What follows belongs to an exercise in optimizing a design on an open flow for small area and a short achievable clock period; a production flow would make more cautious choices. RTL that was checked went through simulation tests only; none was proved equivalent to the original. Power and IR drop assume default switching activity.

==> flow/design.v (excerpt) <==
module SCPU(clk, rst_n, in_valid, instruction, MEM_out, busy, out_valid, out0, out1, out2, out3, out4, out5, out6, out7, out8, out9, out10, out11, out12, out13, out14, out15, WEN, ADDR, MEM_in);
input clk, rst_n, in_valid;
input [18:0] instruction;
input [15:0] MEM_out;
output busy, out_valid, WEN;
output [12:0] ADDR;
output [15:0] MEM_in;
output reg [15:0] out0, out1, out2, out3, out4, out5, out6, out7, out8, out9, out10, out11, out12, out13, out14, out15;
assign busy = 1'b0;
wire [15:0] rdA, rdB;
wire [3:0] s0_n, s10_n, s11_n;
wire c4_n, c80_n, c81_n;
wire [4:0] ahp1_n;
wire [255:0] xi_s1_r = {out15, out14, out13, out12, out11, out10, out9, out8, out7, out6, out5, out4, out3, out2, out1, out0};
wire [18:0] xi_s1_ins = instruction;
wire [15:0] xo_s1_rda;
assign rdA = xo_s1_rda;
wire [15:0] xo_s1_rdb;
assign rdB = xo_s1_rdb;
wire [3:0] xo_s1_s0;
assign s0_n = xo_s1_s0;
wire  xo_s1_c4;
assign c4_n = xo_s1_c4;
wire [3:0] xo_s1_s10;
assign s10_n = xo_s1_s10;
wire  xo_s1_c80;
assign c80_n = xo_s1_c80;
wire [3:0] xo_s1_s11;
assign s11_n = xo_s1_s11;
wire  xo_s1_c81;
assign c81_n = xo_s1_c81;
wire [4:0] xo_s1_ahp1;
assign ahp1_n = xo_s1_ahp1;
if (1) begin : s1
  wire [255:0] r = xi_s1_r;
  wire [18:0] ins = xi_s1_ins;
  wire [15:0] rda;
  assign xo_s1_rda = rda;
  wire [15:0] rdb;
  assign xo_s1_rdb = rdb;
  wire [3:0] s0;
  assign xo_s1_s0 = s0;
  wire  c4;
  assign xo_s1_c4 = c4;
  wire [3:0] s10;
  assign xo_s1_s10 = s10;
  wire  c80;
  assign xo_s1_c80 = c80;
  wire [3:0] s11;
  assign xo_s1_s11 = s11;
  wire  c81;
  assign xo_s1_c81 = c81;
  wire [4:0] ahp1;
  assign xo_s1_ahp1 = ahp1;
wire [15:0] sa = 16'd1 << ins[15:12];
  ...
clock: 8.0 ns
lec_check: 0
abc_area: 1
cap_margin: 10
core_margin: 2
core_utilization: 40
cts_cluster_diameter: 100
cts_cluster_size: 25
setup_slack_margin: 5
slew_margin: 10
synth_hierarchical: 1
synth_minimum_keep_size: 0
tns_end_percent: 20
standard.sh (not shown) runs the stock make flow with config.mk's settings and CLKGATE_MAP_FILE= SYNTH_SCRIPT=/design/flow/synth_recipe.tcl, a recipe that flattens the netlist after the stock synthesis.
==> flow/flow/run.sh <==
#!/bin/bash
set -euo pipefail
bash standard.sh "BUFFER_PORTS_ARGS=-buffer_cell sky130_fd_sc_hd__buf_1" finish > standard.log 2>&1
Change:
==> flow/flow/run.sh (replaced) <==
#!/bin/bash
# The standard layout, with two changes:
# 1. The port buffers are plain buf_1 cells (the resizer may still resize
#    them) instead of the default choice.
# 2. Two passes: the first pass is the standard layout. The second pass
#    redoes the layout from detailed routing on: before it, the gates are
#    resized (sizing and pin swaps only) with the parasitics extracted from
#    the first pass's routed layout, then legalized and globally routed again
#    (flow/postroute_resize.tcl, a PRE_DETAIL_ROUTE hook).
# Each tool's output goes to a log file of its own in this folder.
set -euo pipefail
HERE=$(pwd)
PORTS="BUFFER_PORTS_ARGS=-buffer_cell sky130_fd_sc_hd__buf_1"
RES=$HERE/orfs/results/$FLOW_PLATFORM/SCPU/base

bash standard.sh "$PORTS" finish > standard_pass1.log 2>&1
mkdir -p pass1
cp $RES/6_final.spef pass1/6_final.spef
cp out/final.def pass1/final.def
rm -f out/final.def
for f in $RES/5_2_route.odb $RES/5_3_fillcell.odb $RES/5_route.odb $RES/5_route.sdc $RES/6_*; do rm -f $f; done
export POSTROUTE_SPEF=$HERE/pass1/6_final.spef
bash standard.sh "$PORTS" "PRE_DETAIL_ROUTE_TCL=$HERE/flow/postroute_resize.tcl" finish > standard_pass2.log 2>&1
==> flow/flow/postroute_resize.tcl (new file) <==
# PRE_DETAIL_ROUTE hook of the second layout pass: resize gates with the
# parasitics extracted from the first pass's routed layout (same netlist), so
# that timing repair sees real wires rather than estimates; then legalize and
# route globally again before the detailed routing.
if { [info exists ::env(POSTROUTE_SPEF)] && [file exists $::env(POSTROUTE_SPEF)] } {
  source $::env(PLATFORM_DIR)/setRC.tcl
  set_propagated_clock [all_clocks]
  estimate_parasitics -placement
  read_spef $::env(POSTROUTE_SPEF)
  puts "post-route resize: worst slack before [worst_slack -max]"
  if { [env_var_exists_and_non_empty DONT_USE_CELLS] } {
    set_dont_use $::env(DONT_USE_CELLS)
  }
  repair_timing -setup -setup_margin $::env(SETUP_SLACK_MARGIN) -sequence "sizeup,swap" \
    -match_cell_footprint -verbose
  puts "post-route resize: worst slack after [worst_slack -max]"
  set_placement_padding -global \
    -left $::env(CELL_PAD_IN_SITES_DETAIL_PLACEMENT) \
    -right $::env(CELL_PAD_IN_SITES_DETAIL_PLACEMENT)
  detailed_placement
  check_placement -verbose
  source $::env(FASTROUTE_TCL)
  global_route -congestion_report_file $::env(REPORTS_DIR)/congestion_postroute_resize.rpt \
    {*}$::env(GLOBAL_ROUTE_ARGS)
}
Area after synthesis stays the same.
Setup slack is about the same.
Design area goes up by 0.74%.
Fmax is about the same.
Non-clock buffer count does not change.
Routed wire length stays flat.
No functional check of the RTL was part of any run of this note.

========
run A:
SCPU, a different RTL version from the one above (not shown whole).
Size in the first run: about 3,800 cells after synthesis, about 440 flip-flops, ~330 I/O pins, roughly 28,000 um2 of cells after synthesis.
Settings: LEC_CHECK=0, ABC_AREA=1, CAP_MARGIN=10, CORE_MARGIN=2, CORE_UTILIZATION=40, CTS_CLUSTER_DIAMETER=80, CTS_CLUSTER_SIZE=30, SETUP_SLACK_MARGIN=5, SLEW_MARGIN=10, SYNTH_HIERARCHICAL=1, SYNTH_MINIMUM_KEEP_SIZE=0, TNS_END_PERCENT=20; clock period 8.0 ns.
==> flow/flow/run.sh <==
#!/bin/bash
# The standard layout, with two changes:
# 1. The port buffers are plain buf_1 cells (the resizer may still resize
#    them) instead of the default choice.
# 2. Two passes: the first pass is the standard layout. The second pass
#    redoes the layout from detailed routing on: before it, the gates are
#    resized (sizing and pin swaps only) with the parasitics extracted from
#    the first pass's routed layout, then legalized and globally routed again
#    (flow/postroute_resize.tcl, a PRE_DETAIL_ROUTE hook).
# Each tool's output goes to a log file of its own in this folder.
set -euo pipefail
HERE=$(pwd)
PORTS="BUFFER_PORTS_ARGS=-buffer_cell sky130_fd_sc_hd__buf_1"
RES=$HERE/orfs/results/$FLOW_PLATFORM/SCPU/base

bash standard.sh "$PORTS" finish > standard_pass1.log 2>&1
mkdir -p pass1
cp $RES/6_final.spef pass1/6_final.spef
cp out/final.def pass1/final.def
rm -f out/final.def
for f in $RES/5_2_route.odb $RES/5_3_fillcell.odb $RES/5_route.odb $RES/5_route.sdc $RES/6_*; do rm -f $f; done
export POSTROUTE_SPEF=$HERE/pass1/6_final.spef
bash standard.sh "$PORTS" "PRE_DETAIL_ROUTE_TCL=$HERE/flow/postroute_resize.tcl" finish > standard_pass2.log 2>&1
==> flow/flow/postroute_resize.tcl <==
# PRE_DETAIL_ROUTE hook of the second layout pass: resize gates with the
# parasitics extracted from the first pass's routed layout (same netlist), so
# that timing repair sees real wires rather than estimates; then legalize and
# route globally again before the detailed routing.
if { [info exists ::env(POSTROUTE_SPEF)] && [file exists $::env(POSTROUTE_SPEF)] } {
  source $::env(PLATFORM_DIR)/setRC.tcl
  set_propagated_clock [all_clocks]
  estimate_parasitics -placement
  read_spef $::env(POSTROUTE_SPEF)
  puts "post-route resize: worst slack before [worst_slack -max]"
  if { [env_var_exists_and_non_empty DONT_USE_CELLS] } {
    set_dont_use $::env(DONT_USE_CELLS)
  }
  repair_timing -setup -setup_margin $::env(SETUP_SLACK_MARGIN) -sequence "sizeup,swap" \
    -match_cell_footprint -verbose
  puts "post-route resize: worst slack after [worst_slack -max]"
  set_placement_padding -global \
    -left $::env(CELL_PAD_IN_SITES_DETAIL_PLACEMENT) \
    -right $::env(CELL_PAD_IN_SITES_DETAIL_PLACEMENT)
  detailed_placement
  check_placement -verbose
  source $::env(FASTROUTE_TCL)
  global_route -congestion_report_file $::env(REPORTS_DIR)/congestion_postroute_resize.rpt \
    {*}$::env(GLOBAL_ROUTE_ARGS)
}
Run A went all the way through synthesis, placement and routing and the layout is clean on timing, DRC and antenna.
Edits applied to the flow inputs when going from run A to run B:
- swapping 80 for 100 in CTS_CLUSTER_DIAMETER
- swapping 30 for 25 in CTS_CLUSTER_SIZE
Findings:
- Comparing run A and run B, sequential share of layout area is higher on run B.
- A start point of the critical path of c4_r is what run B shows, while c81_r belongs to run A.
- Diff run A -> run B | relative contribution of combinational cells to total power | increase of 0.8 points
- Summary of run B over run A: layout clock buffer count saw an increase, met1 layer wirelength in the final routing shows a reduction of 1300 um, transition at the pin with the smallest max-transition slack saw an increase, period utilization dropped 0.20 points.
- Number of buffers other than clock buffers in the final layout, run B vs run A: down slightly
- Taking run A as the reference, in run B via count of the first global-routing pass comparable; final critical-path setup slack now larger; total via count in the routed design now smaller; design area now smaller.
#### Input delta (run C over run B)
- SETUP_SLACK_MARGIN no longer set, was 5
diff --git a/flow/flow/run.sh b/flow/flow/run.sh
--- a/flow/flow/run.sh
+++ b/flow/flow/run.sh
@@ -12,2 +12,3 @@
 HERE=$(pwd)
+MARGIN=5.2
 PORTS="BUFFER_PORTS_ARGS=-buffer_cell sky130_fd_sc_hd__buf_1"
@@ -15,3 +16,3 @@
 
-bash standard.sh "$PORTS" finish > standard_pass1.log 2>&1
+bash standard.sh "$PORTS" "SETUP_SLACK_MARGIN=$MARGIN" finish > standard_pass1.log 2>&1
 mkdir -p pass1
@@ -22,2 +23,2 @@
 export POSTROUTE_SPEF=$HERE/pass1/6_final.spef
-bash standard.sh "$PORTS" "PRE_DETAIL_ROUTE_TCL=$HERE/flow/postroute_resize.tcl" finish > standard_pass2.log 2>&1
+bash standard.sh "$PORTS" "SETUP_SLACK_MARGIN=$MARGIN" "PRE_DETAIL_ROUTE_TCL=$HERE/flow/postroute_resize.tcl" finish > standard_pass2.log 2>&1
## What came out
Of run B and run C, run B shows the lower via count, with run C above it. Between run B and run C, the flow reports number of nets in the final layout increasing by a few percent. Run C vs. run B: proportion of total power due to net switching fell by 1.9 points, layout filler cell count fell by 382, fraction of power consumed by sequential logic fell by 2.8 points.
The inputs of run D differ from those of run C as listed below.
- CORE_UTILIZATION: 40 -> 45
- SETUP_SLACK_MARGIN: unset -> 5
diff --git a/flow/flow/run.sh b/flow/flow/run.sh
--- a/flow/flow/run.sh
+++ b/flow/flow/run.sh
@@ -12,3 +12,2 @@
 HERE=$(pwd)
-MARGIN=5.2
 PORTS="BUFFER_PORTS_ARGS=-buffer_cell sky130_fd_sc_hd__buf_1"
@@ -16,3 +15,3 @@
 
-bash standard.sh "$PORTS" "SETUP_SLACK_MARGIN=$MARGIN" finish > standard_pass1.log 2>&1
+bash standard.sh "$PORTS" finish > standard_pass1.log 2>&1
 mkdir -p pass1
@@ -23,2 +22,2 @@
 export POSTROUTE_SPEF=$HERE/pass1/6_final.spef
-bash standard.sh "$PORTS" "SETUP_SLACK_MARGIN=$MARGIN" "PRE_DETAIL_ROUTE_TCL=$HERE/flow/postroute_resize.tcl" finish > standard_pass2.log 2>&1
+bash standard.sh "$PORTS" "PRE_DETAIL_ROUTE_TCL=$HERE/flow/postroute_resize.tcl" finish > standard_pass2.log 2>&1
Findings:
- The via count reported for run D is lower than the one for run C.
- Between run D and run C, the total power is lower for run D.
- Across both runs, placed instance count was lower for run D than for run C.
- Route | run D vs run C | wire shorter in run D
- Hold slack delta (run D − run C): unfavourable
- Between run D and run C, global-route usage is higher for run D, run C comes in under that.
- NOTE power per standard cell area run C->run D decreased slightly
- The run showing the smaller worst setup slack is run C.
- Layout multi-input combinational cell count: run C vs run D, no meaningful difference
- Compared with run C, run D ends up with a smaller final cell area.

## re-timing with driven ports
Ports are ideal in the flow. The routed layouts listed here were re-timed in OpenROAD. Step 1 sets driving cells, clkbuf_16 on the clock port and buf_2 on the other inputs (assumed; they add their load-dependent delay and slew). Step 2, shift: input delay + t, output delay - t, t = (earliest + latest rising clock arrival at the registers) / 2. This alone moves slack from input paths to output paths. a / b / c = no drivers / after step 1 / after step 2; a / b = the first two.
| run | t, ns | setup slack, ns | hold slack, ns | pins driven straight from the clock port |
|---|---|---|---|---|
| the first run of note 1 | 0.695 | 4.571 / 4.500 / 4.237 | 0.430 / 0.430 / 0.430 | 1 |
| the second run of note 1 | 0.693 | 4.571 / 4.500 / 4.275 | 0.430 / 0.430 / 0.430 | 1 |
| run A | 0.704 | 4.737 / 4.667 / 4.220 | 0.385 / 0.385 / 0.385 | 1 |
| run B | 0.680 | 4.753 / 4.684 / 4.235 | 0.377 / 0.377 / 0.377 | 1 |
| run C | 0.691 | 4.758 / 4.688 / 4.179 | 0.393 / 0.393 / 0.393 | 1 |
| run D | 0.678 | 4.775 / 4.706 / 4.240 | 0.366 / 0.366 / 0.366 | 1 |
After both steps setup and hold are still met in every run listed. For run C, which loses most, drivers alone change the setup slack by -0.070 ns; drivers and shift together by -0.579 ns.
